What follows belongs to an exercise in optimizing a design on an open flow for small area; a production flow would make more cautious choices.
At most, simulation tests tie the RTL to the original design; equivalence was not proved.
No functional check of the RTL was part of runs 1 and 3 to 5.
Power is estimated from default activity; no workload was simulated.

**flow/config.mk**
```make
export PLATFORM = sky130hd
export DESIGN_NAME = arm
export DESIGN_NICKNAME = arm
export VERILOG_FILES = /design/flow/design.v
export SDC_FILE = /design/flow/constraint.sdc
export NUM_CORES = 8
export LEC_CHECK = 0
export CAP_MARGIN = 20
export CORE_MARGIN = 2
export CORE_UTILIZATION = 60
export SLEW_MARGIN = 20
export SYNTH_HIERARCHICAL = 1
```
**flow/constraint.sdc**
```tcl
create_clock -name core_clock -period 20.0 [get_ports {clk}]
set_input_delay 4.0000 -clock core_clock [delete_from_list [all_inputs] [get_ports {clk}]]
set_output_delay 4.0000 -clock core_clock [all_outputs]
set_load 0.01 [all_outputs]
```
**flow/design.v**
```verilog
module arm
    #(parameter DATA_WIDTH = 32, parameter DATA_CAPACITY = 16)
    (
    input  logic clk,
    input  logic reset,
    input  logic [31:0] i_Instruction,
    output logic [31:0] o_PC,
    output logic [31:0] o_Output,
    output logic [31:0] o_R0,
    output logic [31:0] o_R1,
    output logic [31:0] o_R2,
    output logic [31:0] o_R3,
    output logic [31:0] o_R4,
    output logic [31:0] o_R5,
    output logic [31:0] o_R6,
    output logic [31:0] o_R7,
    output logic [31:0] o_R8,
    output logic [31:0] o_R9,
    output logic [31:0] o_R10,
    output logic [31:0] o_R11,
    output logic [31:0] o_R12,
    output logic [31:0] o_R13,
    output logic [31:0] o_R14,
    output logic [31:0] o_R15,
    output logic [31:0] o_D0,
    output logic [31:0] o_D1,
    output logic [31:0] o_D2,
    output logic [31:0] o_D3,
    output logic [31:0] o_D4,
    output logic [31:0] o_D5,
    output logic [31:0] o_D6,
    output logic [31:0] o_D7,
    output logic [31:0] o_D8,
    output logic [31:0] o_D9,
    output logic [31:0] o_D10,
    output logic [31:0] o_D11,
    output logic [31:0] o_D12,
    output logic [31:0] o_D13,
    output logic [31:0] o_D14,
    output logic [31:0] o_D15
    );
    logic [31:0] pc;
    logic [31:0] rq [0:14];
    logic [31:0] dq [0:15];
    logic fN, fZ, fC, fV;
    logic [3:0] cond, opcode, rn, rd, rm;
    logic [1:0] op;
    logic       I, S;
    assign cond   = i_Instruction[31:28];
    assign op     = i_Instruction[27:26];
    assign I      = i_Instruction[25];
    assign opcode = i_Instruction[24:21];
    assign S      = i_Instruction[20];
    assign rn     = i_Instruction[19:16];
    assign rd     = i_Instruction[15:12];
    assign rm     = i_Instruction[3:0];
    logic [31:0] pc8;
    assign pc8 = pc + 32'd8;
    logic ok;
    always_comb begin
        case (cond)
            4'h0: ok = fZ;
            4'h1: ok = ~fZ;
            4'h2: ok = fC;
            4'h3: ok = ~fC;
            4'h4: ok = fN;
            4'h5: ok = ~fN;
            4'h6: ok = fV;
            4'h7: ok = ~fV;
            4'h8: ok = fC & ~fZ;
            4'h9: ok = ~fC | fZ;
            4'hA: ok = fN & fV;
            4'hB: ok = fN ^ fV;
            4'hC: ok = ~fZ & fN & fV;
            4'hD: ok = fZ | (fN ^ fV);
            4'hE: ok = 1'b1;
            default: ok = 1'b0;
        endcase
    end
    logic [3:0]  ra, rbi;
    logic [15:0] sa, sb;
    assign ra  = op[1] ? 4'd15 : rn;
    assign rbi = op[0] ? rd : rm;
    always_comb
        for (int k = 0; k < 16; k++) begin
            sa[k] = (ra == k);
            sb[k] = (rbi == k);
        end
    logic [31:0] A, Rb, B, imm;
    genvar g, b;
    generate
        for (b = 0; b < 32; b = b + 1) begin : g_rd
            logic [4:0] ya, yb;
            for (g = 0; g < 5; g = g + 1) begin : g_t
                arm_aoi222 u_a (
                    .A1(sa[3*g]),   .A2(rq[3*g][b]),
                    .B1(sa[3*g+1]), .B2(rq[3*g+1][b]),
                    .C1(sa[3*g+2]), .C2(rq[3*g+2][b]),
                    .Y(ya[g]));
                arm_aoi222 u_b (
                    .A1(sb[3*g]),   .A2(rq[3*g][b]),
                    .B1(sb[3*g+1]), .B2(rq[3*g+1][b]),
                    .C1(sb[3*g+2]), .C2(rq[3*g+2][b]),
                    .Y(yb[g]));
            end
            assign A[b]  = ~(&ya) | (sa[15] & pc8[b]);
            assign Rb[b] = ~(&yb) | (sb[15] & pc8[b]);
        end
    endgenerate
    always_comb begin
        case (op)
            2'b00:   imm = {24'b0, i_Instruction[7:0]};
            2'b01:   imm = {20'b0, i_Instruction[11:0]};
            2'b10:   imm = {6'b0, i_Instruction[23:0], 2'b00};
            default: imm = 32'b0;
        endcase
    end
    assign B = (op == 2'b00 && !I && !S) ? Rb : imm;
    logic dp, f_sub, f_and, f_orr, f_eor, f_not, f_mov, f_add;
    assign dp    = (op == 2'b00);
    assign f_sub = dp & (opcode == 4'b0010);
    assign f_and = dp & (opcode == 4'b0000);
    assign f_orr = dp & (opcode == 4'b1100);
    assign f_eor = dp & (opcode == 4'b0001);
    assign f_not = dp & (opcode == 4'b1111);
    assign f_mov = dp & (opcode == 4'b1101);
    assign f_add = ~(f_sub | f_and | f_orr | f_eor | f_not | f_mov);
    logic [32:0] sum;
    logic [31:0] res;
    assign sum = {1'b0, A} + {1'b0, f_sub ? ~B : B} + {32'b0, f_sub};
    always_comb begin
        res = sum[31:0];
        if (f_and) res = A & B;
        if (f_orr) res = A | B;
        if (f_eor) res = A ^ B;
        if (f_not) res = ~A;
        if (f_mov) res = B;
    end
    logic nN, nZ, nC, nV;
    assign nN = res[0];
    assign nZ = (res == 32'b0);
    assign nC = (f_add | f_sub) & sum[32];
    assign nV = (A[0] ^ res[0]) & ((f_add & A[0] & B[0]) | (f_sub & (A[0] ^ B[0])));
    logic ld, st, ldok, wr_reg, pc_src;
    assign ld     = (op == 2'b01) & S;
    assign st     = (op == 2'b01) & ~S;
    assign ldok   = ld & ok;
    assign wr_reg = ok & (dp | ld);
    assign pc_src = ok & ((op == 2'b10) | ((rd == 4'd15) & (dp | ld)));
    logic [15:0] sm;
    always_comb
        for (int k = 0; k < 16; k++) sm[k] = ldok & (res[3:0] == k);
    generate
        for (b = 0; b < 32; b = b + 1) begin : g_md
            logic [4:0] ym;
            for (g = 0; g < 5; g = g + 1) begin : g_t
                arm_aoi222 u_m (
                    .A1(sm[3*g]),   .A2(dq[3*g][b]),
                    .B1(sm[3*g+1]), .B2(dq[3*g+1][b]),
                    .C1(sm[3*g+2]), .C2(dq[3*g+2][b]),
                    .Y(ym[g]));
            end
            assign o_Output[b] = ~(&ym) | (sm[15] & dq[15][b]) | (~ldok & res[b]);
        end
    endgenerate
    always_ff @(posedge clk) begin
        if (reset) pc <= 32'b0;
        else       pc <= pc_src ? o_Output : pc + 32'd4;
    end
    always_ff @(posedge clk) begin
        if (reset) {fN, fZ, fC, fV} <= 4'b0;
        else if (ok & S) {fN, fZ, fC, fV} <= {nN, nZ, nC, nV};
    end
    logic [31:0] rwd, mwd;
    logic [14:0] rwe;
    logic [15:0] mwe;
    assign rwd = reset ? 32'b0 : o_Output;
    assign mwd = reset ? 32'b0 : Rb;
    always_comb begin
        for (int k = 0; k < 15; k++) rwe[k] = reset | (wr_reg & (rd == k));
        for (int k = 0; k < 16; k++) mwe[k] = reset | (st & (res[3:0] == k));
    end
    logic [14:0] rwen;
    logic [15:0] mwen;
    assign rwen = ~rwe;
    assign mwen = ~mwe;
    generate
        for (g = 0; g < 15; g = g + 1) begin : g_r
            logic [31:0] nx;
            for (b = 0; b < 32; b = b + 1) begin : g_b
                arm_hold u_h (.we(rwe[g]), .wen(rwen[g]), .d(rwd[b]), .q(rq[g][b]), .y(nx[b]));
            end
            always_ff @(posedge clk) rq[g] <= nx;
        end
        for (g = 0; g < 16; g = g + 1) begin : g_m
            logic [31:0] nx;
            for (b = 0; b < 32; b = b + 1) begin : g_b
                arm_hold u_h (.we(mwe[g]), .wen(mwen[g]), .d(mwd[b]), .q(dq[g][b]), .y(nx[b]));
            end
            always_ff @(posedge clk) dq[g] <= nx;
        end
    endgenerate
    assign o_PC = pc;
    assign o_R0 = rq[0];
    assign o_R1 = rq[1];
    assign o_R2 = rq[2];
    assign o_R3 = rq[3];
    assign o_R4 = rq[4];
    assign o_R5 = rq[5];
    assign o_R6 = rq[6];
    assign o_R7 = rq[7];
    assign o_R8 = rq[8];
    assign o_R9 = rq[9];
    assign o_R10 = rq[10];
    assign o_R11 = rq[11];
    assign o_R12 = rq[12];
    assign o_R13 = rq[13];
    assign o_R14 = rq[14];
    assign o_R15 = pc8;
    assign o_D0 = dq[0];
    assign o_D1 = dq[1];
    assign o_D2 = dq[2];
    assign o_D3 = dq[3];
    assign o_D4 = dq[4];
    assign o_D5 = dq[5];
    assign o_D6 = dq[6];
    assign o_D7 = dq[7];
    assign o_D8 = dq[8];
    assign o_D9 = dq[9];
    assign o_D10 = dq[10];
    assign o_D11 = dq[11];
    assign o_D12 = dq[12];
    assign o_D13 = dq[13];
    assign o_D14 = dq[14];
    assign o_D15 = dq[15];
endmodule
module arm_hold (input logic we, input logic wen, input logic d, input logic q, output logic y);
    assign y = (we & d) | (wen & q);
endmodule
module arm_aoi222 (input logic A1, input logic A2, input logic B1, input logic B2, input logic C1, input logic C2, output logic Y);
    assign Y = ~((A1 & A2) | (B1 & B2) | (C1 & C2));
endmodule
```
**flow/run.sh**
```bash
#!/bin/bash
# synth_recipe.tcl (not shown) runs the flow's synth.tcl, then flattens the netlist and writes it again
# the make line also repeats each setting of config.mk as NAME=value (left out here)
make -C /OpenROAD-flow-scripts/flow DESIGN_CONFIG=/design/flow/config.mk WORK_HOME=/design/flow/orfs CLKGATE_MAP_FILE= SYNTH_SCRIPT=/design/flow/synth_recipe.tcl finish
```
==> impl_metrics.toml, run 1 <==
[run_status]
first-error = "[ERROR PPL-0024] Number of IO pins (1122) exceeds maximum number of available positions (996). Increase the die perimeter from 1105.66um to 1525.92um."
status = "aborted with a tool error"
lastStage = "3_2_place_iop"

[yosys]
synth_top_area_share_pct = 46.2
syn-cell-area_um2 = 44500
yosysTopAreaCell = "dfxtp_1"
synth_enable_flop_cells = 0
yosys-top-cells-area = "dfxtp_1, a22o_1, a222oi_1, ha_1, nor2_1"
netlist_instances = 4213
ys_seq_area_share_pct = 46.2
synth_seq_cells = 1028
yosys_warnings = 11
syn_avg_cell_area_um2 = 10.6
synthArstFlopShare_pct = 0
ys_types = 88
synth_top_flop_cell = "dfxtp_1"

[die]
initial_core_util_pct = 60.8
fp.dieH_um = 276
rows = 99
die_x_um = 276
[modules after synthesis, one instance, submodules excluded]
module	cell area [um^2]	flops+latches	cells inside
arm_aoi222	10.0	0	1
arm_hold	8.76	0	1
arm	31000	1028	2741
[cells in the mapped netlist, drive strengths merged (15+ instances only)]
cell,n
a211oi,57
nor2,227
o21ai,74
nand4,38
a31oi,17
a21oi,122
a222oi,484
a21o,45
xor2,30
nor4,15
nand3,123
a221o,20
dfxtp,1028
o211ai,20
xnor2,79
a221oi,29
nand2,126
a22o,998
and3,92
buf,35
a22oi,15
clkbuf,78
inv,134
ha,97
nor3,33
nor2b,32
[logic make-up after synthesis]
| group | share of synthesized area [%] |
|---|---|
| AO/OA/AOI/OAI | 37.9 |
| flip-flops | 46.2 |
| AND/OR/NAND/NOR | 8.42 |
| buffers and inverters | 2.21 |
| XOR/XNOR | 2.16 |
| adder cells (fa/ha/maj) | 2.77 |
| multiplexers | 0.318 |
==> run 2, diff against run 1 <==
--- a/flow/design.v
+++ b/flow/design.v
@@ -56,4 +56,7 @@
     assign rm     = i_Instruction[3:0];
-    logic [31:0] pc8;
-    assign pc8 = pc + 32'd8;
+    logic [28:0] q1;
+    logic [31:0] pc4, pc8;
+    assign q1  = pc[31:3] + 29'd1;
+    assign pc8 = {q1, pc[2:0]};
+    assign pc4 = pc[2] ? {q1, 1'b0, pc[1:0]} : {pc[31:3], 1'b1, pc[1:0]};
     logic ok;
@@ -79,2 +82,23 @@
     end
+    logic dp, ld, st, f_sub, f_and, f_orr, f_eor, f_not, f_mov, arith, use_rb;
+    assign dp     = (op == 2'b00);
+    assign ld     = (op == 2'b01) & S;
+    assign st     = (op == 2'b01) & ~S;
+    assign f_sub  = dp & (opcode == 4'b0010);
+    assign f_and  = dp & (opcode == 4'b0000);
+    assign f_orr  = dp & (opcode == 4'b1100);
+    assign f_eor  = dp & (opcode == 4'b0001);
+    assign f_not  = dp & (opcode == 4'b1111);
+    assign f_mov  = dp & (opcode == 4'b1101);
+    assign arith  = ~(f_and | f_orr | f_eor | f_not | f_mov);    
+    assign use_rb = dp & ~I & ~S;
+    logic [31:0] imm;
+    always_comb begin
+        case (op)
+            2'b00:   imm = use_rb ? 32'b0 : {24'b0, i_Instruction[7:0]};
+            2'b01:   imm = {20'b0, i_Instruction[11:0]};
+            2'b10:   imm = {6'b0, i_Instruction[23:0], 2'b00};
+            default: imm = 32'b0;
+        endcase
+    end
     logic [3:0]  ra, rbi;
@@ -85,6 +109,6 @@
         for (int k = 0; k < 16; k++) begin
-            sa[k] = (ra == k);
+            sa[k] = (ra == k) & ~f_mov;
             sb[k] = (rbi == k);
         end
-    logic [31:0] A, Rb, B, imm;
+    logic [31:0] A, Rb;
     genvar g, b;
@@ -109,39 +133,20 @@
     endgenerate
-    always_comb begin
-        case (op)
-            2'b00:   imm = {24'b0, i_Instruction[7:0]};
-            2'b01:   imm = {20'b0, i_Instruction[11:0]};
-            2'b10:   imm = {6'b0, i_Instruction[23:0], 2'b00};
-            default: imm = 32'b0;
-        endcase
-    end
-    assign B = (op == 2'b00 && !I && !S) ? Rb : imm;
-    logic dp, f_sub, f_and, f_orr, f_eor, f_not, f_mov, f_add;
-    assign dp    = (op == 2'b00);
-    assign f_sub = dp & (opcode == 4'b0010);
-    assign f_and = dp & (opcode == 4'b0000);
-    assign f_orr = dp & (opcode == 4'b1100);
-    assign f_eor = dp & (opcode == 4'b0001);
-    assign f_not = dp & (opcode == 4'b1111);
-    assign f_mov = dp & (opcode == 4'b1101);
-    assign f_add = ~(f_sub | f_and | f_orr | f_eor | f_not | f_mov);
-    logic [32:0] sum;
+    logic [32:0] c;
     logic [31:0] res;
-    assign sum = {1'b0, A} + {1'b0, f_sub ? ~B : B} + {32'b0, f_sub};
-    always_comb begin
-        res = sum[31:0];
-        if (f_and) res = A & B;
-        if (f_orr) res = A | B;
-        if (f_eor) res = A ^ B;
-        if (f_not) res = ~A;
-        if (f_mov) res = B;
-    end
-    logic nN, nZ, nC, nV;
+    assign c[0] = f_sub;
+    generate
+        for (b = 0; b < 32; b = b + 1) begin : g_alu
+            arm_alu_bit u_bit (
+                .a(A[b]), .rb(Rb[b]), .imm(imm[b]), .use_rb(use_rb), .ones(f_not),
+                .sub(f_sub), .arith(arith), .lg(f_and | f_orr), .land(f_and),
+                .cin(c[b]), .res(res[b]), .cout(c[b+1]));
+        end
+    endgenerate
+    logic B0, nN, nZ, nC, nV;
+    assign B0 = (use_rb & Rb[0]) | imm[0];
     assign nN = res[0];
-    assign nZ = (res == 32'b0);
-    assign nC = (f_add | f_sub) & sum[32];
-    assign nV = (A[0] ^ res[0]) & ((f_add & A[0] & B[0]) | (f_sub & (A[0] ^ B[0])));
-    logic ld, st, ldok, wr_reg, pc_src;
-    assign ld     = (op == 2'b01) & S;
-    assign st     = (op == 2'b01) & ~S;
+    assign nZ = ~|res;
+    assign nC = arith & c[32];
+    assign nV = (A[0] ^ res[0]) & ((arith & ~f_sub & A[0] & B0) | (f_sub & (A[0] ^ B0)));
+    logic ldok, wr_reg, pc_src;
     assign ldok   = ld & ok;
@@ -167,3 +172,3 @@
         if (reset) pc <= 32'b0;
-        else       pc <= pc_src ? o_Output : pc + 32'd4;
+        else       pc <= pc_src ? o_Output : pc4;
     end
@@ -173,15 +178,14 @@
     end
-    logic [31:0] rwd, mwd;
-    logic [14:0] rwe;
-    logic [15:0] mwe;
-    assign rwd = reset ? 32'b0 : o_Output;
-    assign mwd = reset ? 32'b0 : Rb;
+    logic [14:0] rwe, rwen;
+    logic [15:0] mwe, mwen;
     always_comb begin
-        for (int k = 0; k < 15; k++) rwe[k] = reset | (wr_reg & (rd == k));
-        for (int k = 0; k < 16; k++) mwe[k] = reset | (st & (res[3:0] == k));
-    end
-    logic [14:0] rwen;
-    logic [15:0] mwen;
-    assign rwen = ~rwe;
-    assign mwen = ~mwe;
+        for (int k = 0; k < 15; k++) begin
+            rwe[k]  = ~reset & wr_reg & (rd == k);
+            rwen[k] = ~reset & ~(wr_reg & (rd == k));
+        end
+        for (int k = 0; k < 16; k++) begin
+            mwe[k]  = ~reset & st & (res[3:0] == k);
+            mwen[k] = ~reset & ~(st & (res[3:0] == k));
+        end
+    end
     generate
@@ -190,3 +194,3 @@
             for (b = 0; b < 32; b = b + 1) begin : g_b
-                arm_hold u_h (.we(rwe[g]), .wen(rwen[g]), .d(rwd[b]), .q(rq[g][b]), .y(nx[b]));
+                arm_hold u_h (.we(rwe[g]), .wen(rwen[g]), .d(o_Output[b]), .q(rq[g][b]), .y(nx[b]));
             end
@@ -197,3 +201,3 @@
             for (b = 0; b < 32; b = b + 1) begin : g_b
-                arm_hold u_h (.we(mwe[g]), .wen(mwen[g]), .d(mwd[b]), .q(dq[g][b]), .y(nx[b]));
+                arm_hold u_h (.we(mwe[g]), .wen(mwen[g]), .d(Rb[b]), .q(dq[g][b]), .y(nx[b]));
             end
@@ -242 +246,13 @@
 endmodule
+module arm_alu_bit (
+    input  logic a, rb, imm, use_rb, ones, sub, arith, lg, land, cin,
+    output logic res, cout
+);
+    logic bx, p, g, t;
+    assign bx   = ((use_rb & rb) | imm | ones) ^ sub;
+    assign p    = a ^ bx;
+    assign g    = a & bx;
+    assign cout = g | (p & cin);
+    assign t    = (arith & cin) | (lg & g) | (land & p);
+    assign res  = p ^ t;
+endmodule
==> flow/flow/run.sh (new file) <==
#!/bin/bash
# Layout flow: the standard ORFS flow (standard.sh, unchanged synthesis),
# with the port buffers built from the smallest buffer cell rather than the
# resizer's default choice. Every port still gets its own buffer.
set -euo pipefail
bash standard.sh "BUFFER_PORTS_ARGS=-buffer_cell sky130_fd_sc_hd__buf_1" finish > standard_flow.log 2>&1
==> flow/standard.sh (new file) <==
#!/bin/bash
# synth_recipe.tcl (not shown) runs the flow's synth.tcl, then flattens the netlist and writes it again
# the make line also repeats each setting of config.mk as NAME=value (left out here)
make -C /OpenROAD-flow-scripts/flow DESIGN_CONFIG=/design/flow/config.mk WORK_HOME=/design/flow/orfs CLKGATE_MAP_FILE= SYNTH_SCRIPT=/design/flow/synth_recipe.tcl "${@:-finish}"
--- a/flow/config.mk
+++ b/flow/config.mk
@@ -8,4 +8,5 @@
 export CAP_MARGIN = 20
-export CORE_MARGIN = 2
-export CORE_UTILIZATION = 60
+export CORE_AREA = 25 25 365 365
+export CTS_BUF_LIST = sky130_fd_sc_hd__clkbuf_4
+export DIE_AREA = 0 0 390 390
 export SLEW_MARGIN = 20
removed: flow/run.sh
==> impl_metrics.toml, run 2 <==
[pwr]
peakVddDrop_mv = 0.0487
p_per_area_nw_per_um2 = 84.2
p_leak_nw = 19.3

[die]
ios = 1122
die_area_um2 = 152000
fp.dieH_um = 390
rows = 124
die_x_um = 390
core_area_um2 = 115000
initial_core_util_pct = 36.0

[grt]
grt_pass1_wl_um = 391000
grt_antenna_before_repair = 25
grt_usage_pct = 35.3
grt_max_degree = 38
grt_pass1_vias = 44800
grt_overflow_total = 0

[drt]
first_pass_iters = 15
ant_nets = 0
wire_per_inst_um = 43.2
vias_per_cell = 6.99
dr.first_iter.drc_count = 9221
finalWirelength_um = 294000
vias = 47700
drc = 0

[timing]
rsz0062_at_grt = "false"
setup-violations-final = 0
max_slew_margin_pct = 16.0
fin_skew_ps = 128
fin_ws_ps = 1240
fmax_mhz = 53.3
tightest_slew_ps = 1260
drv_slew = 0
post-route-period-util_pct = 93.8
min_period_ps = 18760
finalSetupTns_ps = 0
finalHoldViolCount = 0

[critical_path]
slowest_stage = "o2111ai_2"
required_ps = 16000
cp-end-kind = "output port"
arrival_ps = 14760
reg2reg_from = "pc[2]$_SDFF_PP0_"
startpoint_type = "input port"
cpPeakStageDelay_ps = 640
crit_path_start = "i_Instruction[26]"
crit_path_frequent_cell = "a21o_1"
rr_worst_depth = 42
critPathMaxFanout = 32
worstSetupPathType = "input port to output port"

[yosys]
syn_avg_cell_area_um2 = 11.5
synth_top_flop_cell = "dfxtp_1"
synth_seq_cells = 1028
synth_enable_flop_cells = 0
yosys-top-cells-count = "dfxtp_1, a22o_1, a222oi_1"
netlist_instances = 3574
ys_seq_area_share_pct = 49.9
yosys-top-cells-area = "dfxtp_1, a22o_1, a222oi_1, and3_1, o2111ai_1"
synth_top_area_share_pct = 49.9
yosysTopAreaCell = "dfxtp_1"
synth.most_common_cell = "dfxtp_1"
synthArstFlopShare_pct = 0
ys_types = 68
yosys_warnings = 11
syn-cell-area_um2 = 41200

[clock_network]
cts-hold-fix-buffers = 0
root_buffer = "clkbuf_4"
clk_latency_ps = 1300
cts_setup_buffers = 0
clk_path_buf_depth = 4
tritoncts = "built"
clk_pin_slew_worst_paths_ps = 60
h-tree-depth = 5
ctsResizeCount = 0
cts_buffers = 294
cts_sinks = 1028

[run_status]
status = "complete, no violations"

[hold_path]
min-delay-start = "dq[1][26]$_DFF_P_"
hp-class = "flip-flop to flip-flop"
min_delay_path_depth = 1

[finish]
regMostFlops = "dq"
drive_above_1_share_pct = 14.9
top_regs = "dq (512), rq (480), pc (32)"
fin_nets = 5178
largest_reg_flops = 512
syn_to_final_growth_pct = 28.4
layout_commonest_cell = "buf_1"
final_cell_mix = "buf_1, dfxtp_1, a22o_1"

[placed_design]
portBuffers = 1121
place_ws_ps = 1480
place.gp.congestion = 1.04
dp_hpwl_um = 220000

[job]
cap_violations = 0
## run 2: through the flow
stage	area, um^2	power (mW)	hold slack [ps]	instances	util, %
floorplan	41200	2.33	474	3579	-
global placement	49300	2.58	474	6323	43.1
detailed placement	49400	2.58	478	6326	43.1
CTS	52800	4.44	494	6790	46.1
global route	52900	4.59	511	6811	46.2
finish	52900	4.45	495	6813	46.2
## run 2: per-module statistics from Yosys, one instance, submodules excluded
| module | cell area [um^2] | flops+latches |
|---|---|---|
| arm | 25600 | 1028 |
| arm_hold | 8.76 | 0 |
| arm_alu_bit | 65.1 | 0 |
| arm_aoi222 | 10.0 | 0 |
## run 2: power breakdown
group          switching [mW]  internal [mW]
registers              0.0229           2.06
logic                   0.364          0.104
clock network           0.925          0.980
## run 2: cell families after synthesis
kind of cell	Yosys count	synth area share (%)
AOI/OAI and AO/OA	1784	38.9
DFF	1028	49.9
and+or+nand+nor	501	6.34
buffers and inverters	105	1.11
xor gates and xnor gates	89	1.89
adders and majority gates	33	1.00
muxes	33	0.801
other	1	0.00910
## run 2: area by class of cell
class	count	area [um^2]
multi-input cells	2446	21300
inverters	48	180
clock inverters	57	332
diodes	22	55.1
fillers	11400	61600
repair buffers	1293	5560
flip-flops and latches	1028	20600
clock buffers	407	3060
well taps	1512	1890
## run 2: worst max-delay path: cells and delay by family
| kind | cells | cell delay (ps) |
|---|---|---|
| simple gates | 3 | 540 |
| xor+xnor | 1 | 210 |
| fa+ha+maj | 1 | 320 |
| buf+inv | 5 | 1220 |
| mux | 1 | 130 |
| compound gates | 35 | 8310 |
## run 2: path summary, 6_finish.rpt
check / endpoint / slack, ps
worst max-delay path: o_Output[31] / 1240
worst min-delay path: dq[1][26]$_DFF_P_ / 490
worst max register to register: fZ$_SDFFE_PP0P_ / 10000
worst min register to register: dq[1][26]$_DFF_P_ / 490
## run 2: metal layers
metal	GRT usage (%)	routed length, um	up-vias
met5	0.647	182	-
met4	25.4	24400	8
met3	15.1	40300	1002
met2	55.9	132000	4169
met1	37.0	97000	23500
li1	-	-	19000
==> run 3, diff against run 2 <==
--- a/flow/design.v
+++ b/flow/design.v
@@ -133,11 +133,30 @@
     endgenerate
-    logic [32:0] c;
-    logic [31:0] res;
-    assign c[0] = f_sub;
+    logic [31:0] bx, res;
+    logic [32:0] c;           
+    logic lg, narith, nlg, nland;
+    assign lg     = f_and | f_orr;
+    assign narith = ~arith;
+    assign nlg    = ~lg;
+    assign nland  = ~f_and;
+    assign c[0]   = f_sub;
     generate
         for (b = 0; b < 32; b = b + 1) begin : g_alu
-            arm_alu_bit u_bit (
-                .a(A[b]), .rb(Rb[b]), .imm(imm[b]), .use_rb(use_rb), .ones(f_not),
-                .sub(f_sub), .arith(arith), .lg(f_and | f_orr), .land(f_and),
-                .cin(c[b]), .res(res[b]), .cout(c[b+1]));
+            logic bsel_n;
+            arm_a21oi u_bs (.A1(use_rb), .A2(Rb[b]), .B1(imm[b] | f_not), .Y(bsel_n));
+            arm_xnor2 u_bx (.A(bsel_n), .B(f_sub), .Y(bx[b]));
+            if (b % 2 == 0) begin : g_even
+                logic p, g, t_n;
+                arm_ha     u_pg (.A(A[b]), .B(bx[b]), .SUM(p), .COUT(g));
+                arm_a21oi  u_c  (.A1(p), .A2(c[b]), .B1(g), .Y(c[b+1]));
+                arm_aoi222 u_t  (.A1(arith), .A2(c[b]), .B1(lg), .B2(g), .C1(f_and), .C2(p), .Y(t_n));
+                arm_xnor2  u_r  (.A(p), .B(t_n), .Y(res[b]));
+            end else begin : g_odd
+                logic p_n, g_n, u, t;
+                arm_xnor2  u_p  (.A(A[b]), .B(bx[b]), .Y(p_n));
+                arm_nand2  u_g  (.A(A[b]), .B(bx[b]), .Y(g_n));
+                arm_o21ai  u_c  (.A1(p_n), .A2(c[b]), .B1(g_n), .Y(c[b+1]));
+                arm_o22a   u_u  (.A1(narith), .A2(c[b]), .B1(nlg), .B2(g_n), .X(u));
+                arm_o21ai  u_t  (.A1(nland), .A2(p_n), .B1(u), .Y(t));
+                arm_xnor2  u_r  (.A(p_n), .B(t), .Y(res[b]));
+            end
         end
@@ -246,13 +265,20 @@
 endmodule
-module arm_alu_bit (
-    input  logic a, rb, imm, use_rb, ones, sub, arith, lg, land, cin,
-    output logic res, cout
-);
-    logic bx, p, g, t;
-    assign bx   = ((use_rb & rb) | imm | ones) ^ sub;
-    assign p    = a ^ bx;
-    assign g    = a & bx;
-    assign cout = g | (p & cin);
-    assign t    = (arith & cin) | (lg & g) | (land & p);
-    assign res  = p ^ t;
-endmodule
+module arm_ha (input logic A, input logic B, output logic SUM, output logic COUT);
+    assign SUM  = A ^ B;
+    assign COUT = A & B;
+endmodule
+module arm_xnor2 (input logic A, input logic B, output logic Y);
+    assign Y = ~(A ^ B);
+endmodule
+module arm_nand2 (input logic A, input logic B, output logic Y);
+    assign Y = ~(A & B);
+endmodule
+module arm_a21oi (input logic A1, input logic A2, input logic B1, output logic Y);
+    assign Y = ~((A1 & A2) | B1);
+endmodule
+module arm_o21ai (input logic A1, input logic A2, input logic B1, output logic Y);
+    assign Y = ~((A1 | A2) & B1);
+endmodule
+module arm_o22a (input logic A1, input logic A2, input logic B1, input logic B2, output logic X);
+    assign X = (A1 | A2) & (B1 | B2);
+endmodule
==> flow/flow/run.sh (replaced) <==
#!/bin/bash
# Layout flow: the standard ORFS flow (standard.sh, unchanged synthesis)
# with two layout options changed:
#  - the port buffers use the smallest buffer cell instead of the resizer's
#    default choice (every port still gets its own buffer);
#  - the resizer's power recovery after global routing downsizes gates that
#    have timing slack to spare.
set -euo pipefail
bash standard.sh "BUFFER_PORTS_ARGS=-buffer_cell sky130_fd_sc_hd__buf_1" RECOVER_POWER=100 finish > standard_flow.log 2>&1
--- a/flow/config.mk
+++ b/flow/config.mk
@@ -9,3 +9,3 @@
 export CORE_AREA = 25 25 365 365
-export CTS_BUF_LIST = sky130_fd_sc_hd__clkbuf_4
+export CTS_BUF_LIST = sky130_fd_sc_hd__clkbuf_8
 export DIE_AREA = 0 0 390 390
==> impl_metrics.toml, run 3 <==
[run_status]
status = "complete, but fails checks"
violations = "max-capacitance violations, max-slew violations"

[yosys]
synth_seq_cells = 1028
yosys_warnings = 11
synth.most_common_cell = "dfxtp_1"
synth_top_area_share_pct = 49.7
synthArstFlopShare_pct = 0
syn_avg_cell_area_um2 = 11.3
ys_seq_area_share_pct = 49.7
ys_types = 64
yosys-top-cells-count = "dfxtp_1, a22o_1, a222oi_1"
syn-cell-area_um2 = 41400
yosys-top-cells-area = "dfxtp_1, a22o_1, a222oi_1, xnor2_1, and3_1"
netlist_instances = 3664
synth_top_flop_cell = "dfxtp_1"
yosysTopAreaCell = "dfxtp_1"
synth_enable_flop_cells = 0

[clock_network]
cts_setup_buffers = 0
tritoncts = "built"
clk_pin_slew_worst_paths_ps = 60
cts_buffers = 177
cts_sinks = 1028
cts-hold-fix-buffers = 0
clk_path_buf_depth = 3
h-tree-depth = 4
root_buffer = "clkbuf_8"
ctsResizeCount = 0
clk_latency_ps = 910

[drt]
ant_nets = 0
vias_per_cell = 7.03
wire_per_inst_um = 42.8
first_pass_iters = 13
drc = 0
dr.first_iter.drc_count = 9515
finalWirelength_um = 288000
vias = 47300

[grt]
grt_antenna_before_repair = 11
grt_pass1_vias = 43600
grt_max_degree = 60
grt_pass1_wl_um = 386000
grt_overflow_total = 0
grt_usage_pct = 34.6

[timing]
max_slew_margin_pct = -140
finalHoldViolCount = 0
finalSetupTns_ps = 0
tightest_slew_ps = 3590
post-route-period-util_pct = 95.1
setup-violations-final = 0
min_period_ps = 19030
rsz0062_at_grt = "false"
drv_slew = 593
fmax_mhz = 52.5
fin_skew_ps = 67.0

[finish]
largest_reg_flops = 512
fin_cells = 6732
layout_commonest_cell = "dfxtp_1"
ff_latch_area_um2 = 20600
fillers = 11300
top_regs = "dq (512), rq (480), pc (32)"
drive_above_1_share_pct = 11.3
regMostFlops = "dq"
multiInputGateArea_um2 = 21300
final_area_um2 = 53200
syn_to_final_growth_pct = 28.4
final_cell_mix = "dfxtp_1, a22o_1, buf_1"
fin_nets = 5118

[placed_design]
portBuffers = 1121
dpl_cell_area_um2 = 49600
place.gp.congestion = 0.995
dp_hpwl_um = 214000
placed_cells = 6400

[pwr]
peakVddDrop_mv = 0.0546
p_total_mw = 4.58
p_leak_nw = 18.6
p_per_area_nw_per_um2 = 86.1

[critical_path]
required_ps = 16000
cp-end-kind = "output port"
startpoint_type = "input port"
worstSetupPathType = "input port to output port"
arrival_ps = 15030
critPathMaxFanout = 32

[die]
rows = 124
fp.dieH_um = 390
ios = 1122
die_x_um = 390
die_area_um2 = 152000
initial_core_util_pct = 36.2
core_area_um2 = 115000

[hold_path]
hp-class = "flip-flop to flip-flop"

[job]
cap_violations = 19
[run 3: cell count changes after synthesis, moves of 19 or more]
cell,previous run,this run
o21ai_1,1,37
a21oi_1,60,39
a31oi_1,2,31
nand2b_1,37,8
a311oi_1,7,29
xnor2_1,62,113
a21o_1,35,16
a211oi_2,32,0
a21oi_2,1,48
mux2i_1,33,3
nand2_1,80,115
a22oi_1,35,4
o21ai_0,6,31
[run 3: power breakdown]
part           leakage [nW]  internal (mW)  switching (mW)
clock network          2.14           1.12           0.949
logic                  8.18         0.0832           0.345
registers              8.28           2.06          0.0194
[run 3: path summary, 6_finish.rpt]
kind / start / end / slack (ps) / depth (start not counted)
worst max register to register: pc[2]$_SDFF_PP0_ / rq[6][31]$_DFF_P_ / 9950 / 42
worst min register to register: dq[15][29]$_DFF_P_ / dq[15][29]$_DFF_P_ / 500 / 1
worst max-delay path: i_Instruction[15] / o_Output[19] / 970 / 28
worst min-delay path: dq[15][29]$_DFF_P_ / dq[15][29]$_DFF_P_ / 500 / 1
[run 3: area by class of cell]
type                    count  share of cell area (%)
multi-input cells        2514                    40.1
flip-flops and latches   1028                    38.7
repair buffers           1300                    10.1
clock buffers             229                    5.93
well taps                1512                    3.56
clock inverters            90                    1.22
inverters                  46                   0.325
diodes                     13                  0.0612
[run 3: metrics by stage]
| step | hold WS (ps) | setup WS (ps) | utilization, % |
|---|---|---|---|
| floorplan | 489 | 619 | - |
| global placement | 475 | 2120 | 43.2 |
| detailed placement | 479 | 1970 | 43.3 |
| CTS | 496 | 1930 | 46.6 |
| global route | 508 | 538 | 46.4 |
| finish | 498 | 970 | 46.4 |
[run 3: per-module statistics from Yosys, one instance, submodules excluded, excerpt]
module / times used / area (um^2)
arm_nand2: 16 / 3.75
arm_a21oi: 48 / 8.76
arm_o22a: 16 / 8.76
arm_xnor2: 80 / 8.76
arm_o21ai: 32 / 5.00
arm_hold: 992 / 8.76
[run 3: worst max-delay path, cell delays in order]
cell and delay [ps]:
clkbuf_1 530, nor2b_1 860, a22oi_1 390, nor2_1 1200, a222oi_1 230, nand2_1 170
nor2_1 110, o21ai_2 430, a21oi_2 110, xnor2_1 180, ha_1 360, a21oi_1 200
o21ai_1 130, a21oi_1 210, o22a_1 170, o21ai_0 90, xnor2_1 290, or2_0 550
nand2b_1 400, nor2_4 140, clkbuf_1 1700, a222oi_1 640, and3_1 310, nand3_1 160
a31oi_1 120, nand2_1 150, clkbuf_1 880, buf_1 260
[run 3: routing by layer]
| layer | up-vias | global-route usage (%) | wire, um |
|---|---|---|---|
| met5 | - | 0.421 | 93 |
| met1 | 23400 | 37.2 | 97000 |
| met3 | 923 | 13.5 | 37600 |
| met4 | 2 | 22.4 | 22700 |
| met2 | 4053 | 55.7 | 131000 |
| li1 | 19000 | - | - |
[run 3: cells by family (layout without fill, tap and decap cells)]
kind of cell	Yosys count	count (layout)	share of synthesized area, %
buf+inv	122	1665	1.29
flops	1028	1028	49.7
simple gates	515	515	6.20
compound gates	1842	1842	39.3
other cells	0	13	0
xor+xnor	137	137	2.90
fa+ha+maj	17	17	0.514
mux	3	3	0.0725
==> run 4, diff against run 3 <==
==> flow/flow/run.sh (replaced) <==
#!/bin/bash
# Layout flow: the standard ORFS flow (standard.sh, unchanged synthesis)
# with these layout options changed:
#  - the port buffers use the smallest buffer cell instead of the resizer's
#    default choice (every port still gets its own buffer);
#  - clock tree synthesis uses small clock buffers with bounded sink clusters
#    and inserts no dummy load cells.
# make's output goes to standard_flow.log; each ORFS step logs under orfs/logs.
set -euo pipefail
bash standard.sh \
  "BUFFER_PORTS_ARGS=-buffer_cell sky130_fd_sc_hd__buf_1" \
  "CTS_ARGS=-sink_clustering_enable -repair_clock_nets -buf_list sky130_fd_sc_hd__clkbuf_4 -sink_clustering_size 9 -sink_clustering_max_diameter 45 -dont_use_dummy_load" \
  finish > standard_flow.log 2>&1
--- a/flow/config.mk
+++ b/flow/config.mk
@@ -9,3 +9,2 @@
 export CORE_AREA = 25 25 365 365
-export CTS_BUF_LIST = sky130_fd_sc_hd__clkbuf_8
 export DIE_AREA = 0 0 390 390
==> impl_metrics.toml, run 4 <==
[finish]
fin_nets = 5094
regMostFlops = "dq"
largest_reg_flops = 512
drive_above_1_share_pct = 10.7
finish.utilization_pct = 44.4
top_regs = "dq (512), rq (480), pc (32)"
fillers = 11400
final_cell_mix = "buf_1, dfxtp_1, a22o_1"
layout_commonest_cell = "buf_1"
syn_to_final_growth_pct = 22.7

[drt]
vias_per_cell = 7.14
first_pass_iters = 15
finalWirelength_um = 287000
dr.first_iter.drc_count = 9971
ant_nets = 0
vias = 46900
drc = 0
wire_per_inst_um = 43.6

[yosys]
yosysTopAreaCell = "dfxtp_1"
synth_top_area_share_pct = 49.7
synth_enable_flop_cells = 0
ys_seq_area_share_pct = 49.7
synth_seq_cells = 1028
yosys-top-cells-area = "dfxtp_1, a22o_1, a222oi_1, xnor2_1, and3_1"
synth.most_common_cell = "dfxtp_1"
synthArstFlopShare_pct = 0
syn_avg_cell_area_um2 = 11.3
syn-cell-area_um2 = 41400
synth_top_flop_cell = "dfxtp_1"
netlist_instances = 3664
yosys_warnings = 11
yosys-top-cells-count = "dfxtp_1, a22o_1, a222oi_1"
ys_types = 64

[die]
die_x_um = 390
initial_core_util_pct = 36.2
rows = 124
ios = 1122
core_area_um2 = 115000
fp.dieH_um = 390
die_area_um2 = 152000

[critical_path]
crit_path_start = "i_Instruction[15]"
cp-end-kind = "output port"
critPathMaxFanout = 17
slowest_stage = "nor2b_1"
cpPeakStageDelay_ps = 830
worstSetupPathType = "input port to output port"
startpoint_type = "input port"
arrival_ps = 14350
reg2reg_from = "rq[9][0]$_DFF_P_"
crit_path_frequent_cell = "a21oi_2"
required_ps = 16000

[pwr]
pwr-share-comb_pct = 12.2
p_per_area_nw_per_um2 = 70.8
p_clk_share_pct = 30.2
cell_internal_pwr_mw = 2.50
p_switching_mw = 1.10
peakVddDrop_mv = 0.0464
swShare_pct = 30.7
pwr-share-seq_pct = 57.6
p_leak_nw = 17.4

[clock_network]
ctsResizeCount = 0
cts_buffers = 152
cts_setup_buffers = 0
h-tree-depth = 4
clk_pin_slew_worst_paths_ps = 70
root_buffer = "clkbuf_4"
cts-hold-fix-buffers = 0
clk_path_buf_depth = 3
cts_sinks = 1028
clk_latency_ps = 1190
tritoncts = "built"

[timing]
min_period_ps = 18350
post-route-period-util_pct = 91.7
finalHoldViolCount = 0
setup-violations-final = 0
max_slew_margin_pct = 15.6
rsz0062_at_grt = "false"
tightest_slew_ps = 1260
fin_skew_ps = 169
drv_slew = 0
fmax_mhz = 54.5
finalSetupTns_ps = 0

[placed_design]
dp_hpwl_um = 214000
place.gp.congestion = 0.995
portBuffers = 1121

[hold_path]
min-delay-start = "dq[3][24]$_DFF_P_"
hp-class = "flip-flop to flip-flop"

[grt]
grt_pass1_wl_um = 383000
grt_overflow_total = 0
grt_antenna_before_repair = 12
grt_max_degree = 60
grt_pass1_vias = 43000
grt_usage_pct = 34.4

[job]
cap_violations = 0

[run_status]
status = "complete, no violations"
run 4: cell counts after synthesis:
Identical to the previous run, type by type.
run 4: per-layer routing:
layer  part of all wire (%)  global-route usage (%)
met3                     13                    13.2
met2                     45                    55.5
met5                  0.032                   0.421
met1                     34                    37.3
met4                    7.8                    21.7
run 4: critical path, delay by kind of cell:
family                   cells  cell delay [ps]
adder cells (fa/ha/maj)      1              390
AND/OR/NAND/NOR              5             2250
buffers and inverters        2              830
XOR/XNOR                     2              450
AO/OA/AOI/OAI               38             6450
run 4: final cells by class:
cell class	instances	area [um^2]	area share [%]
multi-input cells	2514	21400	42.1
flip-flops and latches	1028	20600	40.5
repair buffers	1301	5610	11.0
well taps	1512	1890	3.72
clock buffers	152	1140	2.25
inverters	46	173	0.340
diodes	19	47.5	0.0936
run 4: power groups by stage:
stage | registers, mW | logic (mW) | clock network [mW]
6_report | 2.07 | 0.439 | 1.09
5_1_grt | 2.08 | 0.448 | 1.17
4_1_cts | 2.07 | 0.426 | 1.09
3_5_place_dp | 2.12 | 0.425 | 0
3_3_place_gp | 2.12 | 0.424 | 0
2_1_floorplan | 2.11 | 0.197 | 0
run 4: final timing paths:
kind	slack [ps]	cells after the start	endpoint
setup / recovery	1650	48	o_Output[31]
hold reg to reg	500	1	dq[3][24]$_DFF_P_
setup reg to reg	11060	45	rq[14][31]$_DFF_P_
hold / removal	500	1	dq[3][24]$_DFF_P_
run 4: per-module statistics from Yosys (local to each module, per instance), a selection:
module      flops+latches  cells
arm                  1028   1968
arm_a21oi               0      1
arm_aoi222              0      1
arm_ha                  0      1
arm_hold                0      1
arm_o22a                0      1
arm_xnor2               0      1
run 4: logic make-up after synthesis:
kind of cell	count (synthesis)	synth area share, %
compound gates	1842	39.3
xor+xnor	137	2.90
fa+ha+maj	17	0.514
buf+inv	122	1.29
flops	1028	49.7
mux	3	0.0725
simple gates	515	6.20
run 4: metrics by stage:
step           hold WS (ps)  setup slack [ps]  power (mW)  area (um^2)  instances
3_5_place_dp            479              1970        2.55        49600       6400
4_1_cts                 501              1960        3.59        50700       6552
2_1_floorplan           489               619        2.31        41400       3664
6_report                502              1650        3.60        50800       6572
3_3_place_gp            475              2120        2.54        49500       6398
5_1_grt                 516              1040        3.69        50800       6565
==> run 5, diff against run 4 <==
--- a/flow/flow/run.sh
+++ b/flow/flow/run.sh
@@ -1,4 +1,6 @@
 #!/bin/bash
-# Layout flow: the standard ORFS flow (standard.sh, unchanged synthesis)
-# with these layout options changed:
+# Layout flow: the standard ORFS flow (standard.sh) with these changes:
+#  - synthesis runs my_synth.tcl, which is synth_recipe.tcl with ABC mapping
+#    the logic by abc_map.script (area-oriented) instead of the speed script;
+#    the flip-flops are mapped exactly as in the standard synthesis;
 #  - the port buffers use the smallest buffer cell instead of the resizer's
@@ -9,3 +11,5 @@
 set -euo pipefail
+export MY_ABC_SCRIPT="$PWD/flow/abc_map.script"
 bash standard.sh \
+  "SYNTH_SCRIPT=$PWD/flow/my_synth.tcl" \
   "BUFFER_PORTS_ARGS=-buffer_cell sky130_fd_sc_hd__buf_1" \
==> flow/flow/abc_map.script (new file) <==
&get -n
&st
&dch
&nf -R 1000
&st
&syn2
&if -g -K 6
&synch2
&nf -R 1000
&st
&syn2
&if -g -K 6
&synch2
&nf -R 1000
&put
==> flow/flow/my_synth.tcl (new file) <==
# synth_recipe.tcl (the standard synthesis script) with one change: Yosys's
# abc call uses abc_map.script (ABC mapping with relaxed delay, so that it
# favours area) instead of ORFS's speed script. Everything else, including the
# flip-flop mapping, the flattening and the renaming, is as in synth_recipe.tcl.
proc synth {args} { yosys synth -nofsm -noshare {*}$args }
proc abc {args} {
  set i [lsearch -exact $args -script]
  if {$i >= 0} { lset args [expr {$i + 1}] $::env(MY_ABC_SCRIPT) }
  yosys abc {*}$args
}
source $::env(SCRIPTS_DIR)/synth.tcl
# left out here: clear keep_hierarchy, flatten, clean up, hide names made inside functions, write 1_2_yosys.v
==> impl_metrics.toml, run 5 <==
[yosys]
syn-cell-area_um2 = 40300
synth_seq_cells = 1028
synth_top_flop_cell = "dfxtp_1"
synth.most_common_cell = "dfxtp_1"
yosys-top-cells-area = "dfxtp_1, a22o_1, a222oi_1, xnor2_1, and3_1"
ys_types = 41
synth_top_area_share_pct = 51.1
netlist_instances = 3473
yosys_warnings = 11
synth_enable_flop_cells = 0
yosys-top-cells-count = "dfxtp_1, a22o_1, a222oi_1"
yosysTopAreaCell = "dfxtp_1"
ys_seq_area_share_pct = 51.1
synthArstFlopShare_pct = 0
syn_avg_cell_area_um2 = 11.6

[finish]
final_cell_mix = "buf_1, dfxtp_1, a22o_1"
top_regs = "dq (512), rq (480), pc (32)"
syn_to_final_growth_pct = 24.6
drive_above_1_share_pct = 9.93
fin_nets = 4986
layout_commonest_cell = "buf_1"
largest_reg_flops = 512
regMostFlops = "dq"

[clock_network]
tritoncts = "built"
cts_setup_buffers = 0
cts_sinks = 1028
cts_buffers = 154
cts-hold-fix-buffers = 0
clk_pin_slew_worst_paths_ps = 50
root_buffer = "clkbuf_4"
clk_latency_ps = 1150
clk_path_buf_depth = 3
h-tree-depth = 4
ctsResizeCount = 0

[hold_path]
hold-path-endpoint = "dq[15][16]$_DFF_P_"
min_delay_path_depth = 1
hp-class = "flip-flop to flip-flop"
min-delay-start = "dq[15][16]$_DFF_P_"

[die]
ios = 1122
die_area_um2 = 152000
fp.dieH_um = 390
initial_core_util_pct = 35.2
die_x_um = 390
core_area_um2 = 115000
rows = 124

[timing]
tightest_slew_ps = 1230
fmax_mhz = 53.3
min_period_ps = 18770
max_slew_margin_pct = 18.0
drv_slew = 0
hold_ws_ps = 495
rsz0062_at_grt = "false"
setup-violations-final = 0
finalSetupTns_ps = 0
finalHoldViolCount = 0
fin_skew_ps = 151
post-route-period-util_pct = 93.9

[grt]
grt_antenna_before_repair = 30
grt_overflow_total = 0
grt_pass1_vias = 42200
grt_pass1_wl_um = 379000
grt_usage_pct = 34.2
grt_max_degree = 56

[drt]
dr.first_iter.drc_count = 10200
ant_nets = 0
wire_per_inst_um = 44.3
first_pass_iters = 14
vias_per_cell = 7.21
finalWirelength_um = 286000
drc = 0
vias = 46600

[critical_path]
rrSetupSlack_ps = 10260
arrival_ps = 14770
rr_worst_depth = 44
reg2reg_from = "pc[2]$_SDFF_PP0_"
critPathMaxFanout = 32
startpoint_type = "input port"
regToRegEndpoint = "fZ$_SDFFE_PP0P_"
required_ps = 16000
crit_path_frequent_cell = "a21oi_1"
slowest_stage = "o2111ai_2"
cp-end-kind = "output port"
cpPeakStageDelay_ps = 650
worstSetupPathType = "input port to output port"

[pwr]
p_leak_nw = 16.9
peakVddDrop_mv = 0.0457
p_per_area_nw_per_um2 = 71.4

[run_status]
status = "complete, no violations"

[placed_design]
dp_hpwl_um = 213000
portBuffers = 1121
place.gp.congestion = 0.989

[job]
cap_violations = 0
run 5: cell count changes in the layout (fill, tap and decap cells not counted), sizes merged, moves of 14 or more:
cell    change
o21ai      -33
nor2       +27
clkinv     +39
a31oi      -25
a22oi      +24
xnor2      -14
a211oi     +26
a311oi     -30
nand4      +17
nand2      -60
nand3      -35
inv        -46
run 5: cells by family after synthesis:
group	count (synthesis)	share of synthesized area, %
AOI/OAI and AO/OA	1797	39.3
and+or+nand+nor	449	5.61
DFF	1028	51.1
muxes	6	0.152
adders and majority gates	17	0.528
xor gates and xnor gates	134	2.92
buffers and inverters	42	0.420
run 5: routing by layer:
layer | vias up | global-route usage [%] | wire, um
li1 | 18400 | - | -
met1 | 23200 | 37.8 | 97300
met2 | 4224 | 54.5 | 129000
met3 | 881 | 13.8 | 39500
met4 | 4 | 20.6 | 20100
met5 | - | 0 | 26
run 5: layout make-up:
class | instances | area [um^2]
tap | 1512 | 1890
timing repair buffer | 1309 | 5750
sequential | 1028 | 20600
inverter | 39 | 146
fill | 11400 | 64300
multi-input combinational | 2403 | 20600
clock buffer | 154 | 1160
antenna | 26 | 65.1
run 5: through the flow:
step	cells	util (%)	instance area (um^2)	worst slack [ps]	power (mW)
finish	6471	43.8	50200	1230	3.58
global placement	6283	42.5	48700	1690	2.52
CTS	6440	43.6	50000	1470	3.57
floorplan	3473	-	40300	2680	2.28
global route	6467	43.8	50100	446	3.66
detailed placement	6286	42.6	48800	1510	2.52
run 5: per-module statistics from Yosys (local to each module, per instance), excerpt:
module / cells / times used / cell area, um^2 / flip-flops and latches
arm_nand2: 1 / 16 / 3.75 / 0
arm_a21oi: 1 / 48 / 5.00 / 0
arm_o21ai: 1 / 32 / 5.00 / 0
arm: 1777 / 1 / 25100 / 1028
arm_xnor2: 1 / 80 / 8.76 / 0
arm_o22a: 1 / 16 / 8.76 / 0
arm_ha: 1 / 16 / 12.5 / 0
arm_aoi222: 1 / 496 / 10.0 / 0
run 5: worst max-delay path, delay by kind of cell:
kind / cells / cell delay, ps
compound gates: 36 / 7840
buf+inv: 4 / 1330
simple gates: 4 / 910
fa+ha+maj: 1 / 350
xor+xnor: 2 / 270
run 5: how the worst max path moves through the flow:
| stage | startpoint | endpoint | slack, ps | cells past startpoint |
|---|---|---|---|---|
| after CTS | i_Instruction[15] | o_Output[31] | 1470 | 50 |
| after detailed placement | i_Instruction[15] | o_Output[31] | 1510 | 50 |
| after global placement | i_Instruction[15] | o_Output[31] | 1690 | 50 |
| final | i_Instruction[15] | o_Output[31] | 1230 | 47 |
| after floorplan | i_Instruction[27] | o_Output[31] | 2680 | 40 |
| after global routing | i_Instruction[15] | o_Output[31] | 450 | 47 |
run 5: power breakdown:
group	switching [mW]	internal, mW	leakage (nW)	total, mW
registers	0.0149	2.05	8.28	2.07
clock network	0.737	0.352	0.709	1.09
logic	0.332	0.0907	7.94	0.423
total	1.08	2.50	16.9	3.58
==> run 6, diff against run 5 <==
--- a/flow/design.v
+++ b/flow/design.v
@@ -56,7 +56,12 @@
     assign rm     = i_Instruction[3:0];
-    logic [28:0] q1;
-    logic [31:0] pc4, pc8;
-    assign q1  = pc[31:3] + 29'd1;
-    assign pc8 = {q1, pc[2:0]};
-    assign pc4 = pc[2] ? {q1, 1'b0, pc[1:0]} : {pc[31:3], 1'b1, pc[1:0]};
+    logic [29:0] ic;          
+    logic [31:0] pc8;
+    assign ic[0] = 1'b1;
+    assign pc8[2:0] = pc[2:0];
+    genvar gi;
+    generate
+        for (gi = 3; gi < 32; gi = gi + 1) begin : g_inc
+            arm_ha u_i (.A(pc[gi]), .B(ic[gi-3]), .SUM(pc8[gi]), .COUT(ic[gi-2]));
+        end
+    endgenerate
     logic ok;
@@ -189,6 +194,17 @@
     endgenerate
-    always_ff @(posedge clk) begin
-        if (reset) pc <= 32'b0;
-        else       pc <= pc_src ? o_Output : pc4;
-    end
+    logic s_o, s_8, s_p;
+    logic [31:0] pc_d;
+    assign s_o = ~reset & pc_src;
+    assign s_8 = ~reset & ~pc_src & pc[2];
+    assign s_p = ~reset & ~pc_src & ~pc[2];
+    assign pc_d[1:0] = reset ? 2'b0 : pc_src ? o_Output[1:0] : pc[1:0];
+    assign pc_d[2]   = ~reset & (pc_src ? o_Output[2] : ~pc[2]);
+    generate
+        for (gi = 3; gi < 32; gi = gi + 1) begin : g_npc
+            logic n;
+            arm_aoi222 u_n (.A1(s_o), .A2(o_Output[gi]), .B1(s_8), .B2(pc8[gi]), .C1(s_p), .C2(pc[gi]), .Y(n));
+            assign pc_d[gi] = ~n;
+        end
+    endgenerate
+    always_ff @(posedge clk) pc <= pc_d;
     always_ff @(posedge clk) begin
--- a/flow/flow/run.sh
+++ b/flow/flow/run.sh
@@ -15,3 +15,3 @@
   "BUFFER_PORTS_ARGS=-buffer_cell sky130_fd_sc_hd__buf_1" \
-  "CTS_ARGS=-sink_clustering_enable -repair_clock_nets -buf_list sky130_fd_sc_hd__clkbuf_4 -sink_clustering_size 9 -sink_clustering_max_diameter 45 -dont_use_dummy_load" \
+  "CTS_ARGS=-sink_clustering_enable -repair_clock_nets -buf_list sky130_fd_sc_hd__clkbuf_4 -sink_clustering_size 8 -sink_clustering_max_diameter 40 -dont_use_dummy_load" \
   finish > standard_flow.log 2>&1
--- a/flow/config.mk
+++ b/flow/config.mk
@@ -7,6 +7,6 @@
 export LEC_CHECK = 0
-export CAP_MARGIN = 20
+export CAP_MARGIN = 5
 export CORE_AREA = 25 25 365 365
 export DIE_AREA = 0 0 390 390
-export SLEW_MARGIN = 20
+export SLEW_MARGIN = 5
 export SYNTH_HIERARCHICAL = 1
==> impl_metrics.toml, run 6 <==
[yosys]
ys_seq_area_share_pct = 51.7
syn-cell-area_um2 = 39800
synth_top_family_by_area = "compound AO/OA/AOI/OAI gates"
yosys-top-cells-area = "dfxtp_1, a22o_1, a222oi_1, xnor2_1, and3_1"
synthArstFlopShare_pct = 0
synth.most_common_cell = "dfxtp_1"
synth-compound-area-share_pct = 38.5
netlist_instances = 3410
yosys_warnings = 11
ys_types = 38
yosysTopAreaCell = "dfxtp_1"
synth_simple_gate_area_share_pct = 5.98
synth_top_area_share_pct = 51.7
synth_top_flop_cell = "dfxtp_1"
synthMuxAreaShare_pct = 0.126
syn_avg_cell_area_um2 = 11.7
yosys-top-cells-count = "dfxtp_1, a22o_1, a222oi_1"
synth_seq_cells = 1028
synth_fa_ha_area_share_pct = 1.41
synthXorXnorAreaFrac_pct = 1.87
synth_enable_flop_cells = 0

[pwr]
pwr-share-comb_pct = 8.9
swShare_pct = 28.5
p_leak_nw = 17.0
pwr-share-seq_pct = 58.9
peakVddDrop_mv = 0.0427
p_per_area_nw_per_um2 = 70.7
p_total_mw = 3.49
cell_internal_pwr_mw = 2.50
p_clk_share_pct = 32.2
p_switching_mw = 0.995

[timing]
tightest_slew_ps = 1280
fin_skew_ps = 139
setup-violations-final = 0
fmax_mhz = 52.9
post-route-period-util_pct = 94.6
hold_ws_ps = 495
max_slew_margin_pct = 14.3
finalSetupTns_ps = 0
finalHoldViolCount = 0
min_period_ps = 18920
drv_slew = 0
rsz0062_at_grt = "false"

[drt]
wire_per_inst_um = 44.4
dr.first_iter.drc_count = 9364
vias_per_cell = 7.13
first_pass_iters = 12
ant_nets = 0
drc = 0
finalWirelength_um = 284000
vias = 45600

[placed_design]
place.gp.congestion = 1.03
portBuffers = 1121
dp_hpwl_um = 213000

[clock_network]
clk_pin_slew_worst_paths_ps = 50
clk_latency_ps = 1110
cts_sinks = 1028
cts_buffers = 170
cts-hold-fix-buffers = 0
root_buffer = "clkbuf_4"
tritoncts = "built"
cts_setup_buffers = 0
ctsResizeCount = 0
clk_path_buf_depth = 3
h-tree-depth = 4

[critical_path]
slowest_stage = "o21ai_0"
cp_num_buf_inv = 5
crit_path_frequent_cell = "a21oi_1"
startpoint_type = "input port"
required_ps = 16000
arrival_ps = 14920
cp-end-kind = "output port"
path_delay_family = "compound AO/OA/AOI/OAI gates"
critPathMaxFanout = 32
worstSetupPathType = "input port to output port"
cpPeakStageDelay_ps = 470

[finish]
top_regs = "dq (512), rq (480), pc (32)"
final_cell_mix = "buf_1, dfxtp_1, a22o_1"
fin_nets = 4946
regMostFlops = "dq"
layout_commonest_cell = "buf_1"
finish.utilization_pct = 43.2
largest_reg_flops = 512
drive_above_1_share_pct = 9.60
fillers = 11400
syn_to_final_growth_pct = 24.0

[grt]
grt_pass1_wl_um = 377000
grt_overflow_total = 0
grt_antenna_before_repair = 17
grt_max_degree = 37
grt_pass1_vias = 42000
grt_usage_pct = 34.1

[die]
die_area_um2 = 152000
rows = 124
initial_core_util_pct = 34.8
fp.dieH_um = 390
core_area_um2 = 115000
ios = 1122
die_x_um = 390

[hold_path]
hp-class = "flip-flop to flip-flop"

[job]
cap_violations = 0

[run_status]
status = "complete, no violations"
## run 6: cell types whose count changed in the layout (fill, tap and decap cells not counted), moves of 15 or more
| cell | delta |
|---|---|
| nand2_1 | +59 |
| nor2_1 | -56 |
| o2111ai_1 | -33 |
| xor2_1 | -32 |
| a211oi_1 | -29 |
| a222oi_1 | +29 |
| ha_1 | +28 |
| a22oi_1 | -27 |
| a221o_1 | +24 |
| nand4_1 | +24 |
| o2111ai_2 | -23 |
| xnor2_1 | -17 |
| clkbuf_4 | +16 |
| nor2_4 | +15 |
## run 6: worst paths after layout
kind | slack [ps] | start | cells after the start | to
worst min-delay path | 500 | dq[10][0]$_DFF_P_ | 1 | dq[10][0]$_DFF_P_
worst min register to register | 500 | dq[10][0]$_DFF_P_ | 1 | dq[10][0]$_DFF_P_
worst max-delay path | 1080 | i_Instruction[26] | 49 | o_Output[31]
worst max register to register | 8800 | pc[3]$_DFF_P_ | 41 | pc[31]$_DFF_P_
## run 6: layout make-up
class	instances	area, um^2	share of cell area (%)
Tap cell	1512	1890	3.83
Sequential cell	1028	20600	41.6
Clock buffer	170	1280	2.58
Timing Repair Buffer	1288	5470	11.1
Inverter	38	143	0.289
Multi-Input combinational cell	2341	20000	40.5
Antenna cell	17	42.5	0.0861
## run 6: modules after synthesis (local to each module, per instance)
module,copies in the design,cells,flops+latches,cell area (um^2)
arm,1,1656,1028,24000
arm_a21oi,48,1,0,5.00
arm_aoi222,525,1,0,10.0
arm_ha,45,1,0,12.5
arm_hold,992,1,0,8.76
arm_nand2,16,1,0,3.75
arm_o21ai,32,1,0,5.00
arm_o22a,16,1,0,8.76
arm_xnor2,80,1,0,8.76
## run 6: per-layer routing
metal / wire length (um) / up-vias / GRT usage, %
li1: - / 18100 / -
met4: 22400 / 2 / 22.0
met2: 127000 / 4090 / 54.0
met5: 12 / - / 0
met1: 95000 / 22600 / 36.9
met3: 39600 / 867 / 14.2
## run 6: power groups by stage
stage / Combinational, mW / Sequential (mW) / Clock [mW]
finish: 0.311 / 2.06 / 1.13
floorplan: 0.124 / 2.10 / 0
global route: 0.315 / 2.06 / 1.21
detailed placement: 0.298 / 2.10 / 0
global placement: 0.297 / 2.10 / 0
CTS: 0.298 / 2.06 / 1.13
## run 6: cells by family after synthesis
logic type                 count (synthesis)
AOI/OAI and AO/OA                       1727
DFF                                     1028
and+or+nand+nor                          478
xor gates and xnor gates                  85
adders and majority gates                 45
buffers and inverters                     41
muxes                                      5
other                                      1
## run 6: metrics by stage
| step | area (um^2) | instances | setup WS (ps) |
|---|---|---|---|
| 6_report | 49400 | 6394 | 1080 |
| 4_1_cts | 49300 | 6377 | 971 |
| 5_1_grt | 49400 | 6391 | 62.0 |
| 3_3_place_gp | 48000 | 6207 | 1120 |
| 2_1_floorplan | 39800 | 3410 | 2820 |
| 3_5_place_dp | 48000 | 6207 | 993 |
==> run 7, diff against run 6 <==
--- a/flow/config.mk
+++ b/flow/config.mk
@@ -7,6 +7,6 @@
 export LEC_CHECK = 0
-export CAP_MARGIN = 5
-export CORE_AREA = 25 25 365 365
+export CAP_MARGIN = 20
+export CORE_AREA = 50 50 340 340
 export DIE_AREA = 0 0 390 390
-export SLEW_MARGIN = 5
+export SLEW_MARGIN = 20
 export SYNTH_HIERARCHICAL = 1
==> impl_metrics.toml, run 7 <==
[die]
die_x_um = 390
initial_core_util_pct = 47.7
die_area_um2 = 152000
ios = 1122
fp.dieH_um = 390
core_area_um2 = 83600
rows = 106

[drt]
vias_per_cell = 7.89
vias = 46900
finalWirelength_um = 311000
drc = 0
first_pass_iters = 17
wire_per_inst_um = 52.4
ant_nets = 0
dr.first_iter.drc_count = 10800

[timing]
setup-violations-final = 0
finalHoldViolCount = 0
fin_ws_ps = 903
post-route-period-util_pct = 95.5
fin_skew_ps = 139
rsz0062_at_grt = "false"
min_period_ps = 19100
tightest_slew_ps = 1220
finalSetupTns_ps = 0
drv_slew = 0
max_slew_margin_pct = 18.5
fmax_mhz = 52.4

[yosys]
synthArstFlopShare_pct = 0
synth_enable_flop_cells = 0
syn_avg_cell_area_um2 = 11.7
yosys-top-cells-area = "dfxtp_1, a22o_1, a222oi_1, xnor2_1, and3_1"
netlist_instances = 3410
yosysTopAreaCell = "dfxtp_1"
yosys-top-cells-count = "dfxtp_1, a22o_1, a222oi_1"
synth_top_area_share_pct = 51.7
ys_seq_area_share_pct = 51.7
synth.most_common_cell = "dfxtp_1"
synth_seq_cells = 1028
yosys_warnings = 11
ys_types = 38
synth_top_flop_cell = "dfxtp_1"
syn-cell-area_um2 = 39800

[critical_path]
cpPeakStageDelay_ps = 590
cp-end-kind = "output port"
arrival_ps = 15100
worstSetupPathType = "input port to output port"
crit_path_frequent_cell = "a21oi_1"
rrSetupSlack_ps = 9010
path_delay_family = "compound AO/OA/AOI/OAI gates"
critPathMaxFanout = 32
slowest_stage = "a31oi_2"
startpoint_type = "input port"
required_ps = 16000
cp_num_buf_inv = 6

[finish]
fin_nets = 4926
fillers = 7515
syn_to_final_growth_pct = 22.6
layout_commonest_cell = "buf_1"
final_cell_mix = "buf_1, dfxtp_1, a22o_1"
finish.utilization_pct = 58.5
regMostFlops = "dq"
largest_reg_flops = 512
top_regs = "dq (512), rq (480), pc (32)"
drive_above_1_share_pct = 9.06

[grt]
grt_pass1_wl_um = 404000
grt_antenna_before_repair = 19
grt_usage_pct = 35.7
grt_max_degree = 37
use_met2_pct = 55.9
grt_util_met3_pct = 20.7
grt-busiest-layer = "met2"
grt_overflow_total = 0
grt.met1_usage_pct = 34.3
grt_pass1_vias = 42000

[run_status]
status = "complete, no violations"

[placed_design]
place.gp.congestion = 1.04
place_ws_ps = 1100
portBuffers = 1121
dp_hpwl_um = 238000

[pwr]
p_leak_nw = 17.0
p_per_area_nw_per_um2 = 71.0
pwr-share-seq_pct = 59.3
peakVddDrop_mv = 0.0488
p_switching_mw = 0.990
pwr-share-comb_pct = 9.2
cell_internal_pwr_mw = 2.48
swShare_pct = 28.6
p_clk_share_pct = 31.5

[job]
cap_violations = 0

[clock_network]
clk_latency_ps = 1120
cts_setup_buffers = 0
tritoncts = "built"
cts_sinks = 1028
root_buffer = "clkbuf_4"
clk_path_buf_depth = 3
clk_pin_slew_worst_paths_ps = 60
h-tree-depth = 4
cts_buffers = 160

[hold_path]
hp-class = "flip-flop to flip-flop"
[run 7: cells by family (layout without fill, tap and decap cells)]
logic type	Yosys count	in the layout	share of synthesized area, %
compound gates	1727	1727	38.5
xor+xnor	85	85	1.87
fa+ha+maj	45	45	1.41
buf+inv	41	1476	0.415
flops	1028	1028	51.7
mux	5	5	0.126
other cells	1	16	0.00941
simple gates	478	478	5.98
[run 7: layer usage]
layer  share of wire, %  vias up
met5              0.031        -
met1                 29    22800
met3                 17     1198
li1                   -    18100
met2                 44     4801
met4                9.8        4
[run 7: layout make-up]
class / count / area [um^2] / share of cell area [%]
diodes: 15 / 37.5 / 0.0768
clock buffers: 160 / 1200 / 2.46
inverters: 38 / 143 / 0.292
multi-input cells: 2341 / 20000 / 41.0
flip-flops and latches: 1028 / 20600 / 42.1
well taps: 1080 / 1350 / 2.77
repair buffers: 1278 / 5490 / 11.2
[run 7: repair_timing]
action | CTS | global route
setup endpoints to repair | 0 | 2
hold endpoints to repair | 0 | 0
gates resized for setup | 0 | 1
hold buffers | 0 | 0
[run 7: path summary, 6_finish.rpt]
path,startpoint,end,cells after the start
worst max-delay path,i_Instruction[23],o_Output[31],51
worst min-delay path,dq[3][19]$_DFF_P_,dq[3][19]$_DFF_P_,1
worst max register to register,pc[3]$_DFF_P_,pc[30]$_DFF_P_,39
worst min register to register,dq[3][19]$_DFF_P_,dq[3][19]$_DFF_P_,1
[run 7: power by group through the flow]
stage	sequential, mW	combinational, mW	clock [mW]
floorplan	2.10	0.124	0
global placement	2.10	0.300	0
detailed placement	2.10	0.301	0
CTS	2.05	0.302	1.08
global route	2.06	0.318	1.17
finish	2.06	0.319	1.09
[run 7: metrics by stage]
stage          instances  cell area [um^2]  power (mW)  hold WS, ps
3_5_place_dp        5753             47400        2.40          474
2_1_floorplan       3410             39800        2.23          499
3_3_place_gp        5752             47400        2.40          476
5_1_grt             5939             48800        3.54          515
4_1_cts             5913             48600        3.44          500
6_report            5940             48800        3.47          500
[run 7: per-module statistics from Yosys, one instance, submodules excluded]
module	cells	flip-flops and latches	cell area [um^2]	copies in the design
arm_o22a	1	0	8.76	16
arm_hold	1	0	8.76	992
arm_o21ai	1	0	5.00	32
arm_ha	1	0	12.5	45
arm_aoi222	1	0	10.0	525
arm_xnor2	1	0	8.76	80
arm_a21oi	1	0	5.00	48
arm_nand2	1	0	3.75	16
arm	1656	1028	24000	1

afterwards: timing with drivers on the ports:
The flow's constraints put no driver on any port. The routed layouts listed below were extracted and timed again, unchanged, in two steps.
Step 1 assumes that a clkbuf_16 drives the clock port and a buf_2 every other input.
Step 2 times the ports against the registers' clock, not the clock port: input delays grow and output delays shrink by t, the midpoint of the rising clock arrivals with the driver on.
Slacks: ideal ports / drivers / drivers and shift; pairs: ideal ports / drivers.
| run | t, ns | slack for setup (ns) | latest minus earliest clock arrival (ns) |
|---|---|---|---|
| run 2 | 1.317 | 1.243 / 1.151 / 1.151 | 0.128 / 0.128 |
| run 3 | 0.961 | 0.970 / 0.906 / 0.906 | 0.067 / 0.067 |
| run 4 | 1.188 | 1.654 / 1.592 / 1.592 | 0.180 / 0.179 |
| run 5 | 1.153 | 1.226 / 1.078 / 1.078 | 0.151 / 0.152 |
| run 6 | 1.122 | 1.082 / 1.045 / 1.045 | 0.160 / 0.160 |
| run 7 | 1.153 | 0.903 / 0.843 / 0.843 | 0.169 / 0.169 |
The setup slack of run 5, which loses most, moves by -0.148 ns with the drivers and by -0.148 ns with both steps.
